Context: an optimization exercise on an open-source flow, tuned for small area, a short achievable clock period and few clock cycles. The choices shown serve that exercise and are no tape-out recipe. Where RTL was checked, it was by simulation tests only, not by an equivalence proof against the original. The clock input has no modelled driver; a real chip could not lean on it and would need a root buffer or a full tree. No activity file was given, so power comes from the tool's default toggle rates.

==> flow/design.v <==
module fifo #(
	parameter DATA_WIDTH = 8,
	parameter FIFO_DEPTH = 8,
	parameter SWITCH     = 8
)
(
	input                       clk,
	input                       rst_n,
	input      [DATA_WIDTH-1:0] m0_data,
	input                       m0_valid,
	output reg                  m0_ready,
	input      [DATA_WIDTH-1:0] m1_data,
	input                       m1_valid,
	output reg                  m1_ready,
	output reg [DATA_WIDTH-1:0] odata,
	output reg                  ovalid,
	input                       oready
);
	localparam NQ = FIFO_DEPTH - 1;            
	localparam CW = $clog2(SWITCH);
	reg  [CW-1:0]         cnt;                 
	reg                   sel;                 
	reg                   m0_nrdy;             
	reg                   m1_rdy;              
	reg                   hv;                  
	reg  [NQ:1]           qv;                  
	reg                   q_empty;             
	reg  [DATA_WIDTH-1:0] qd [1:NQ];
	wire full = m0_nrdy & ~m1_rdy;               
	wire [DATA_WIDTH-1:0] in_d = sel ? m1_data : m0_data;
	wire acc  = (m0_valid & ~m0_nrdy) | (m1_valid & m1_rdy);
	wire pop  = hv & oready;
	wire h_load  = ~hv | oready;           
	wire [NQ:0] allv = {qv, hv};
	wire [NQ:0] hole;
	genvar j;
	generate
		for (j = 0; j <= NQ; j = j + 1) begin : g_hole
			assign hole[j] = ~&allv[j:0];
		end
	endgenerate
	reg one_hole;
	integer k;
	always @(*) begin
		one_hole = 1'b0;
		for (k = 0; k <= NQ; k = k + 1)
			one_hole = one_hole | (~allv[k] & (&(allv | ({{NQ{1'b0}}, 1'b1} << k))));
	end
	wire to_head = acc & q_empty & h_load;
	wire to_tail = acc & ~to_head;
	wire sel_acc = sel ^ (cnt == SWITCH - 1);     
	wire ful_acc = full | one_hole;               
	wire n_m0_nrdy = acc ? (pop ? sel_acc : (sel_acc | ful_acc))
	                     : (pop ? sel     : (sel     | full));
	wire n_m1_rdy  = acc ? (pop ? sel_acc : (sel_acc & ~ful_acc))
	                     : (pop ? sel     : (sel     & ~full));
	wire n_sel     = acc ? sel_acc : sel;
	wire only_s1   = (qv == 1);
	wire n_q_empty = acc ? (q_empty & h_load) : (q_empty | (only_s1 & h_load));
	wire n_hv      = h_load ? (q_empty ? to_head : qv[1]) : hv;
	always @(posedge clk) begin
		if (h_load) odata <= q_empty ? in_d : qd[1];
		if (hole[NQ]) qd[NQ] <= in_d;
	end
	generate
		for (j = 1; j < NQ; j = j + 1) begin : g_stage
			always @(posedge clk)
				if (hole[j]) qd[j] <= qd[j+1];
		end
	endgenerate
	reg [NQ:1] n_qv;
	always @(*) begin
		for (k = 1; k < NQ; k = k + 1)
			n_qv[k] = hole[k] ? qv[k+1] : qv[k];
		n_qv[NQ] = hole[NQ] ? to_tail : qv[NQ];
		if (~hole[1] & h_load) n_qv[1] = 1'b0;
	end
	always @(posedge clk or negedge rst_n) begin
		if (~rst_n) begin
			cnt      <= 0;
			sel      <= 1'b0;
			m0_nrdy  <= 1'b0;
			m1_rdy   <= 1'b0;
			hv       <= 1'b0;
			qv       <= 0;
			q_empty  <= 1'b1;
		end else begin
			if (acc) cnt <= (cnt == SWITCH - 1) ? 0 : cnt + 1'b1;
			sel      <= n_sel;
			m0_nrdy  <= n_m0_nrdy;
			m1_rdy   <= n_m1_rdy;
			q_empty  <= n_q_empty;
			hv       <= n_hv;
			qv       <= n_qv;
		end
	end
	always @(posedge clk) begin
		m0_ready <= ~rst_n | ~n_m0_nrdy;
		m1_ready <=  rst_n &  n_m1_rdy;
		ovalid   <=  rst_n &  n_hv;
	end
endmodule
module wr_interconnect #
(
    parameter DATA_WIDTH = 8,
    parameter ADDR_WIDTH = 16
)
(
	input         			clk,
	input         			rst_n,
	input  [ADDR_WIDTH-1:0] m0_awaddr,
	input         			m0_awvalid,
	output        			m0_awready,
	input  [DATA_WIDTH-1:0] m0_wdata,
	input         			m0_wvalid,
	output        			m0_wready,
	input  [ADDR_WIDTH-1:0] m1_awaddr,
	input         			m1_awvalid,
	output        			m1_awready,
	input  [DATA_WIDTH-1:0] m1_wdata,
	input         			m1_wvalid,
	output        			m1_wready,
	output [ADDR_WIDTH-1:0] mem_awaddr,
	output        			mem_awvalid,
	input         			mem_awready,
	output [DATA_WIDTH-1:0] mem_wdata,
	output        			mem_wvalid,
	input         			mem_wready
);
fifo #(.DATA_WIDTH(ADDR_WIDTH)) AWFIFO (.clk(clk), .rst_n(rst_n),
	.m0_data(m0_awaddr), .m0_valid(m0_awvalid), .m0_ready(m0_awready),
	.m1_data(m1_awaddr), .m1_valid(m1_awvalid), .m1_ready(m1_awready),
	.odata(mem_awaddr), .ovalid(mem_awvalid), .oready(mem_awready));
fifo #(.DATA_WIDTH(DATA_WIDTH)) WFIFO (.clk(clk), .rst_n(rst_n),
	.m0_data(m0_wdata), .m0_valid(m0_wvalid), .m0_ready(m0_wready),
	.m1_data(m1_wdata), .m1_valid(m1_wvalid), .m1_ready(m1_wready),
	.odata(mem_wdata), .ovalid(mem_wvalid), .oready(mem_wready));
endmodule
Settings: LEC_CHECK=0, CAP_MARGIN=20, CORE_MARGIN=2, CORE_UTILIZATION=40, CTS_BUF_LIST=sky130_fd_sc_hd__clkbuf_4 sky130_fd_sc_hd__clkbuf_8 sky130_fd_sc_hd__clkbuf_16, CTS_CLUSTER_DIAMETER=100, CTS_CLUSTER_SIZE=30, SETUP_SLACK_MARGIN=3.0, SLEW_MARGIN=20; clock period 5.0 ns.
standard.sh (not shown) runs the stock make flow with config.mk's settings and CLKGATE_MAP_FILE= SYNTH_SCRIPT=/design/flow/synth_recipe.tcl, a recipe that flattens the netlist after the stock synthesis.
==> flow/flow/run.sh <==
#!/bin/bash
set -euo pipefail
here=$(pwd)
bash standard.sh MATCH_CELL_FOOTPRINT=0 "BUFFER_PORTS_ARGS=-buffer_cell sky130_fd_sc_hd__buf_1" "CTS_ARGS=-sink_clustering_enable -repair_clock_nets -dont_use_dummy_load -sink_clustering_size 30 -sink_clustering_max_diameter 100 -buf_list sky130_fd_sc_hd__clkbuf_16" "POST_CTS_TCL=$here/flow/post_cts.tcl" finish > flow_standard.log 2>&1
==> flow/flow/post_cts.tcl <==
# Drop the H-tree's middle level: the root buffer then drives the leaf
# buffers directly, two buffers from the clock port to every register.
set mid {}
foreach inst [[ord::get_db_block] getInsts] {
  if {[regexp {^clkbuf_[1-9][0-9]*_[0-9]+__f_} [$inst getName]]} { lappend mid [$inst getName] }
}
puts "post_cts: removing [llength $mid] middle clock buffers: $mid"
if {[llength $mid]} {
  remove_buffers {*}$mid
  detailed_placement
  estimate_parasitics -placement
  report_clock_latency
}
==> next run, changes <==
--- a/flow/design.v
+++ b/flow/design.v
@@ -5,36 +5,35 @@
 )
 (
 	input                       clk,
 	input                       rst_n,
 	input      [DATA_WIDTH-1:0] m0_data,
 	input                       m0_valid,
-	output reg                  m0_ready,
+	output                      m0_ready,
 	input      [DATA_WIDTH-1:0] m1_data,
 	input                       m1_valid,
 	output reg                  m1_ready,
 	output reg [DATA_WIDTH-1:0] odata,
 	output reg                  ovalid,
 	input                       oready
 );
 	localparam NQ = FIFO_DEPTH - 1;            
 	localparam CW = $clog2(SWITCH);
 	reg  [CW-1:0]         cnt;                 
 	reg                   sel;                 
 	reg                   m0_nrdy;             
-	reg                   m1_rdy;              
-	reg                   hv;                  
 	reg  [NQ:1]           qv;                  
 	reg                   q_empty;             
 	reg  [DATA_WIDTH-1:0] qd [1:NQ];
-	wire full = m0_nrdy & ~m1_rdy;               
+	assign m0_ready = ~m0_nrdy;
+	wire full = m0_nrdy & ~m1_ready;             
 	wire [DATA_WIDTH-1:0] in_d = sel ? m1_data : m0_data;
-	wire acc  = (m0_valid & ~m0_nrdy) | (m1_valid & m1_rdy);
-	wire pop  = hv & oready;
-	wire h_load  = ~hv | oready;           
-	wire [NQ:0] allv = {qv, hv};
+	wire acc  = (m0_valid & m0_ready) | (m1_valid & m1_ready);
+	wire pop  = ovalid & oready;
+	wire h_load  = ~ovalid | oready;           
+	wire [NQ:0] allv = {qv, ovalid};
 	wire [NQ:0] hole;
 	genvar j;
 	generate
 		for (j = 0; j <= NQ; j = j + 1) begin : g_hole
 			assign hole[j] = ~&allv[j:0];
 		end
@@ -52,17 +51,15 @@
 	wire ful_acc = full | one_hole;               
 	wire n_m0_nrdy = acc ? (pop ? sel_acc : (sel_acc | ful_acc))
 	                     : (pop ? sel     : (sel     | full));
 	wire n_m1_rdy  = acc ? (pop ? sel_acc : (sel_acc & ~ful_acc))
 	                     : (pop ? sel     : (sel     & ~full));
 	wire n_sel     = acc ? sel_acc : sel;
-	wire only_s1   = (qv == 1);
-	wire n_q_empty = acc ? (q_empty & h_load) : (q_empty | (only_s1 & h_load));
-	wire n_hv      = h_load ? (q_empty ? to_head : qv[1]) : hv;
 	always @(posedge clk) begin
-		if (h_load) odata <= q_empty ? in_d : qd[1];
+		odata <= ({DATA_WIDTH{h_load}} & (q_empty ? in_d : qd[1]))
+		       | ({DATA_WIDTH{~h_load}} & odata);
 		if (hole[NQ]) qd[NQ] <= in_d;
 	end
 	generate
 		for (j = 1; j < NQ; j = j + 1) begin : g_stage
 			always @(posedge clk)
 				if (hole[j]) qd[j] <= qd[j+1];
@@ -76,31 +73,25 @@
 		if (~hole[1] & h_load) n_qv[1] = 1'b0;
 	end
 	always @(posedge clk or negedge rst_n) begin
 		if (~rst_n) begin
 			cnt      <= 0;
 			sel      <= 1'b0;
-			m0_nrdy  <= 1'b0;
-			m1_rdy   <= 1'b0;
-			hv       <= 1'b0;
 			qv       <= 0;
 			q_empty  <= 1'b1;
 		end else begin
 			if (acc) cnt <= (cnt == SWITCH - 1) ? 0 : cnt + 1'b1;
 			sel      <= n_sel;
-			m0_nrdy  <= n_m0_nrdy;
-			m1_rdy   <= n_m1_rdy;
-			q_empty  <= n_q_empty;
-			hv       <= n_hv;
+			q_empty  <= ~|n_qv;
 			qv       <= n_qv;
 		end
 	end
 	always @(posedge clk) begin
-		m0_ready <= ~rst_n | ~n_m0_nrdy;
-		m1_ready <=  rst_n &  n_m1_rdy;
-		ovalid   <=  rst_n &  n_hv;
+		m0_nrdy  <= rst_n & n_m0_nrdy;
+		m1_ready <= rst_n & n_m1_rdy;
+		ovalid   <= rst_n & (h_load ? (q_empty ? to_head : qv[1]) : ovalid);
 	end
 endmodule
 module wr_interconnect #
 (
     parameter DATA_WIDTH = 8,
     parameter ADDR_WIDTH = 16
Critical path depth stays the same.
Setup slack loses 0.033 ns.
Final area went down by 2.0%.
Synthesized area went down by 2.5%.
Power went up by 13%.
Core utilization went down by 0.32 points.
No functional check of the RTL was part of any run of this note.


## rev 12
Another version of the RTL of wr_interconnect (not shown whole).
Size: roughly 440 cells after synthesis, roughly 86 I/O pins, ~6400 µm² of cells after synthesis.
==> module fifo, before the edit <==
module fifo #(
	parameter DATA_WIDTH = 8,
	parameter FIFO_DEPTH = 8,
	parameter SWITCH     = 8
)
(
	input                       clk,
	input                       rst_n,
	input      [DATA_WIDTH-1:0] m0_data,
	input                       m0_valid,
	output                      m0_ready,
	input      [DATA_WIDTH-1:0] m1_data,
	input                       m1_valid,
	output reg                  m1_ready,
	output reg [DATA_WIDTH-1:0] odata,
	output reg                  ovalid,
	input                       oready
);
	localparam NR = FIFO_DEPTH - 1;            
	localparam CW = $clog2(SWITCH);
	localparam RW = $clog2(NR + 1);
	reg  [CW-1:0]         cnt;                 
	reg                   sel;                 
	reg                   m0_nrdy;             
	reg  [RW-1:0]         len;                 
	reg  [2:0]            tail;                
	reg  [2:0]            front;               
	reg                   take;                
	reg  [DATA_WIDTH-1:0] ring [0:NR-1];
	assign m0_ready = ~m0_nrdy;
	wire [DATA_WIDTH-1:0] in_d = sel ? m1_data : m0_data;
	wire acc    = (m0_valid & ~m0_nrdy) | (m1_valid & m1_ready);
	wire h_load = ~ovalid | oready;            
	wire r_empty = (len == 0);
	reg  at_exit;                              
	wire ins = acc & ~(r_empty & h_load);      
	wire ext = h_load & at_exit;               
	localparam [2:0] SLOT0 = 3'b001, SLOT5 = 3'b110, SLOT6 = 3'b100;
	wire [2:0] tail_inc  = {tail[1:0], tail[2] ^ tail[1]};
	wire [RW-1:0] n_len  = ins ? len + 1'b1 : ext ? len - 1'b1 : len;
	wire [2:0] n_tail = ins ? SLOT0 : tail_inc;
	wire [2:0] front_inc = {front[1:0], front[2] ^ front[1]};
	wire [2:0] n_front = ext ? front : (ins & r_empty) ? SLOT0 : front_inc;
	wire n_take = ins ? (len != NR - 1)
	            : ext ? ((len == 1) | (tail == SLOT6))
	            :       (r_empty | ((len != NR) & (tail == SLOT6)));
	wire n_at_exit = ext ? (len != 1) : (~r_empty & (front == SLOT5));
	wire sel_acc  = sel ^ (cnt == SWITCH - 1);    
	wire n_sel    = acc ? sel_acc : sel;
	wire [DATA_WIDTH-1:0] x_d = take ? in_d : ring[NR-1];
	integer i;
	always @(posedge clk) begin
		ring[0] <= x_d;
		for (i = 1; i < NR; i = i + 1)
			ring[i] <= ring[i-1];
		if (h_load) odata <= x_d;
	end
	always @(posedge clk or negedge rst_n) begin
		if (~rst_n) begin
			cnt      <= 0;
			sel      <= 1'b0;
			m0_nrdy  <= 1'b0;
			m1_ready <= 1'b0;
			ovalid   <= 1'b0;
			len      <= 0;
			tail     <= SLOT0;
			front    <= SLOT0;
			take     <= 1'b1;
			at_exit  <= 1'b0;
		end else begin
			if (acc) cnt <= (cnt == SWITCH - 1) ? 0 : cnt + 1'b1;
			sel      <= n_sel;
			m0_nrdy  <= ~n_take | n_sel;
			m1_ready <= n_take & n_sel;
			if (h_load) ovalid <= r_empty ? acc : at_exit;
			len      <= n_len;
			tail     <= n_tail;
			front    <= n_front;
			take     <= n_take;
			at_exit  <= n_at_exit;
		end
	end
endmodule
Settings: LEC_CHECK=0, CAP_MARGIN=20, CORE_MARGIN=2, CORE_UTILIZATION=40, CTS_BUF_LIST=sky130_fd_sc_hd__clkbuf_4 sky130_fd_sc_hd__clkbuf_8 sky130_fd_sc_hd__clkbuf_16, CTS_CLUSTER_DIAMETER=100, CTS_CLUSTER_SIZE=30, SETUP_SLACK_MARGIN=3.0, SLEW_MARGIN=20; clock period 5.0 ns.
Scripts as last shown in full above: flow/flow/run.sh, flow/flow/post_cts.tcl
Rev 12 | status: complete | timing, DRC, antenna: pass
Testbench counts of rev 12, summed over its fixed seeds: cycles 1,032.
--- input diff rev 12..rev 13 ---
-- flow/design.v --
<<< rev 12, line 49
	wire n_sel    = acc ? sel_acc : sel;
	wire [DATA_WIDTH-1:0] x_d = take ? in_d : ring[NR-1];
	integer i;
	always @(posedge clk) begin
>>> rev 13, line 49
	wire n_sel    = acc ? sel_acc : sel;
	wire [DATA_WIDTH-1:0] x_d = take ? in_d : ring[NR-1];
	always @(posedge clk) begin
		tail  <= n_tail;
		front <= n_front;
	end
	integer i;
	always @(posedge clk) begin
<<< rev 12, line 64
			ovalid   <= 1'b0;
			len      <= 0;
			tail     <= SLOT0;
			front    <= SLOT0;
			take     <= 1'b1;
			at_exit  <= 1'b0;
>>> rev 13, line 68
			ovalid   <= 1'b0;
			len      <= 0;
			take     <= 1'b1;
			at_exit  <= 1'b0;
<<< rev 12, line 75
			if (h_load) ovalid <= r_empty ? acc : at_exit;
			len      <= n_len;
			tail     <= n_tail;
			front    <= n_front;
			take     <= n_take;
			at_exit  <= n_at_exit;
>>> rev 13, line 77
			if (h_load) ovalid <= r_empty ? acc : at_exit;
			len      <= n_len;
			take     <= n_take;
			at_exit  <= n_at_exit;
Per the final summary, rev 13 finished and its layout is clean on timing, DRC and antenna.
Rev 12 finished all stages; the layout is clean.
Delta (rev 13 minus rev 12): multi-input logic area has increased; post-synthesis share of cell area spent on and, or, nand and nor gates now smaller.
Routability congestion estimate went up slightly going from rev 12 to rev 13.
The share of the final layout cell area in multi-input gates of rev 13 exceeds that of rev 12 by 0.49 points.
Between rev 13 and rev 12, the effective utilization at floorplan figures differ only marginally.
Compound-cell area share of the yosys netlist: higher on rev 13
STATUS area after synthesis: rev 13 loses against rev 12
Going from rev 12 to rev 13, non-clock buffer count decreased about 7%; first-pass GRT wire length went up; sequential power now sits at about the same level.
Area of the core for rev 13 is higher than for rev 12.
The total power was comparable across rev 13 and rev 12.
The post-synthesis instance total in rev 13 sits 3 below the value recorded for rev 12.
No functional check of the RTL was part of rev 13.

what the ideal ports hide:
How much do the figures lean on ideal ports? The routed layouts below were timed once more, with nothing changed but the port constraints. Step 1: set_driving_cell puts a clkbuf_16 on clk and a buf_2 on each other input, an assumption about the parent block. Step 2 adds t to the input delays and takes it off the output delays; t is the mean of the earliest and latest rising clock arrival at the registers after step 1. Input paths then give back, and output paths get back, about the clock's delay inside the block. Slacks: ideal ports / drivers / drivers and shift; pairs: ideal ports / drivers.
run	t, ns	setup slack, ns	worst hold slack (ns)
the first run of note 1	0.414	3.068 / 3.028 / 2.733	0.401 / 0.401 / 0.401
the second run of note 1	0.399	3.035 / 2.996 / 2.808	0.419 / 0.419 / 0.419
rev 12	0.409	3.079 / 3.040 / 2.739	0.323 / 0.323 / 0.323
rev 13	0.408	3.040 / 3.002 / 2.777	0.313 / 0.313 / 0.313
After both steps every run listed still meets setup and hold. For rev 12, which loses most, drivers alone change the setup slack by -0.039 ns; drivers and shift together by -0.340 ns.
